Background: an optimization exercise with open tools, aiming at small area. Do not read the settings as production practice.
The RTL was checked by simulation tests, not by an equivalence proof against the original design.
Power figures rest on the tool's default switching activity, not on a simulated workload.

==> flow/design.v (excerpt) <==
module cmd_int(
input    wire        i_clk,
input    wire        i_rst,
input    wire        i_data_valid,
input    wire [7:0]  i_data,
output   reg         o_buff_en,
output   wire        o_data_valid,
output   wire [7:0]  o_data,
output   reg         o_srst,
output   reg         o_pgrm_icap,
output   wire [26:0] o_ddr_strt_addr,
output   wire [19:0] o_trans_len,
output   reg         o_load,
input    wire  [19:0]i_icap_clk_cnt,
input    wire  [19:0]i_total_clk_cnt,
input    wire        i_uart_tx_buffer_full,
input    wire        i_dma_done,
output   reg         o_pr_reset
);
Size in the first run: roughly 940 cells after synthesis, about 280 flip-flops, roughly 110 I/O pins, about 12,000 um2 of cells after synthesis.
==> flow/config.mk <==
export PLATFORM = sky130hd
export DESIGN_NAME = cmd_int
export DESIGN_NICKNAME = cmd_int
export VERILOG_FILES = /design/flow/design.v
export SDC_FILE = /design/flow/constraint.sdc
export NUM_CORES = 8
export LEC_CHECK = 0
export CAP_MARGIN = 20
export CORE_MARGIN = 2
export CORE_UTILIZATION = 70
export PLACE_DENSITY = 0.8
export SLEW_MARGIN = 20
==> flow/constraint.sdc <==
create_clock -name core_clock -period 5.0 [get_ports {i_clk}]
set_input_delay 1.0000 -clock core_clock [delete_from_list [all_inputs] [get_ports {i_clk}]]
set_output_delay 1.0000 -clock core_clock [all_outputs]
set_load 0.01 [all_outputs]
standard.sh (not shown) runs the stock make flow with config.mk's settings and CLKGATE_MAP_FILE= SYNTH_SCRIPT=/design/flow/synth_recipe.tcl, a recipe that flattens the netlist after the stock synthesis.
==> flow/flow/run.sh <==
#!/bin/bash
# Own layout flow: the standard ORFS flow (standard.sh, unchanged synthesis),
# with two layout settings that ORFS reads from the environment:
#  - the port buffers that buffer_ports inserts use the smallest buffer cell
#    (every input and output port still gets its own buffer);
#  - clock tree synthesis without dummy loads, with the clustering given below.
set -euo pipefail
export BUFFER_PORTS_ARGS="-buffer_cell sky130_fd_sc_hd__buf_1"
export CTS_ARGS="-sink_clustering_enable -repair_clock_nets -dont_use_dummy_load -buf_list sky130_fd_sc_hd__clkbuf_2 -sink_clustering_size 6 -sink_clustering_max_diameter 25"
bash standard.sh finish > flow_standard.log 2>&1
Edit:
--- a/flow/flow/run.sh
+++ b/flow/flow/run.sh
@@ -7,4 +7,4 @@
 set -euo pipefail
 export BUFFER_PORTS_ARGS="-buffer_cell sky130_fd_sc_hd__buf_1"
-export CTS_ARGS="-sink_clustering_enable -repair_clock_nets -dont_use_dummy_load -buf_list sky130_fd_sc_hd__clkbuf_2 -sink_clustering_size 6 -sink_clustering_max_diameter 25"
+export CTS_ARGS="-sink_clustering_enable -repair_clock_nets -dont_use_dummy_load -buf_list sky130_fd_sc_hd__clkbuf_8 -sink_clustering_size 18 -sink_clustering_max_diameter 35"
 bash standard.sh finish > flow_standard.log 2>&1
Global-route usage grows by 1.8 points.
Die area does not change.
Sequential power stays flat.
Total power grows by 9.9%.
Worst hold slack loses 0.0053 ns.
Via count grows by 1.3%.
Edit:
--- a/flow/flow/run.sh
+++ b/flow/flow/run.sh
@@ -7,4 +7,4 @@
 set -euo pipefail
 export BUFFER_PORTS_ARGS="-buffer_cell sky130_fd_sc_hd__buf_1"
-export CTS_ARGS="-sink_clustering_enable -repair_clock_nets -dont_use_dummy_load -buf_list sky130_fd_sc_hd__clkbuf_8 -sink_clustering_size 18 -sink_clustering_max_diameter 35"
+export CTS_ARGS="-sink_clustering_enable -repair_clock_nets -dont_use_dummy_load -buf_list sky130_fd_sc_hd__clkbuf_16 -sink_clustering_size 30 -sink_clustering_max_diameter 35"
 bash standard.sh finish > flow_standard.log 2>&1
Effect: Utilization goes up by 2.4 points; clock-buffer cell count does not change; clock skew goes down by 0.028 ns.
Edit:
--- a/flow/flow/run.sh
+++ b/flow/flow/run.sh
@@ -7,4 +7,4 @@
 set -euo pipefail
 export BUFFER_PORTS_ARGS="-buffer_cell sky130_fd_sc_hd__buf_1"
-export CTS_ARGS="-sink_clustering_enable -repair_clock_nets -dont_use_dummy_load -buf_list sky130_fd_sc_hd__clkbuf_16 -sink_clustering_size 30 -sink_clustering_max_diameter 35"
+export CTS_ARGS="-sink_clustering_enable -repair_clock_nets -dont_use_dummy_load -buf_list sky130_fd_sc_hd__clkbuf_4 sky130_fd_sc_hd__clkbuf_8 -sink_clustering_size 12 -sink_clustering_max_diameter 40"
 bash standard.sh finish > flow_standard.log 2>&1
What happened:
- Now the flow never finished: it broke off in 4_1_cts (STA-0564)
- synthesized area does not change
- synthesized cell count does not change
Edit:
--- a/flow/flow/run.sh
+++ b/flow/flow/run.sh
@@ -7,4 +7,4 @@
 set -euo pipefail
 export BUFFER_PORTS_ARGS="-buffer_cell sky130_fd_sc_hd__buf_1"
-export CTS_ARGS="-sink_clustering_enable -repair_clock_nets -dont_use_dummy_load -buf_list sky130_fd_sc_hd__clkbuf_4 sky130_fd_sc_hd__clkbuf_8 -sink_clustering_size 12 -sink_clustering_max_diameter 40"
+export CTS_ARGS="-sink_clustering_enable -repair_clock_nets -dont_use_dummy_load -buf_list sky130_fd_sc_hd__clkbuf_4 -sink_clustering_size 10 -sink_clustering_max_diameter 30"
 bash standard.sh finish > flow_standard.log 2>&1
- CORE_UTILIZATION: 70 -> 80
- PLACE_DENSITY: 0.8 -> 0.9
After rerunning:
- Now the flow completed with no timing, DRC or antenna violations
- synthesized area is unchanged
- synthesized cell count stays the same

-- separate check: timing with driven ports --
No port has a modelled driver above. Below, the same layouts with a new extraction and two added sets of constraints.
Step 1 assumes that a clkbuf_16 drives the clock port and a buf_2 every other input.
Step 2, shift: input delay + t, output delay - t, t = (earliest + latest rising clock arrival at the registers) / 2. This alone moves slack from input paths to output paths.
a / b / c = no drivers / after step 1 / after step 2; a / b = the first two.
run	t, ns	setup slack, ns	worst register clock-pin slew, ns
the first run	0.798	1.048 / 1.012 / 1.402	0.12 / 0.12
the second run	0.540	1.318 / 1.279 / 1.373	0.10 / 0.10
the third run	0.532	1.300 / 1.257 / 1.258	0.08 / 0.08
the fifth run	0.655	1.029 / 0.988 / 1.353	0.11 / 0.11
After both steps setup and hold are still met in every run listed. For the third run, which loses most, drivers alone change the setup slack by -0.043 ns; drivers and shift together by -0.042 ns.
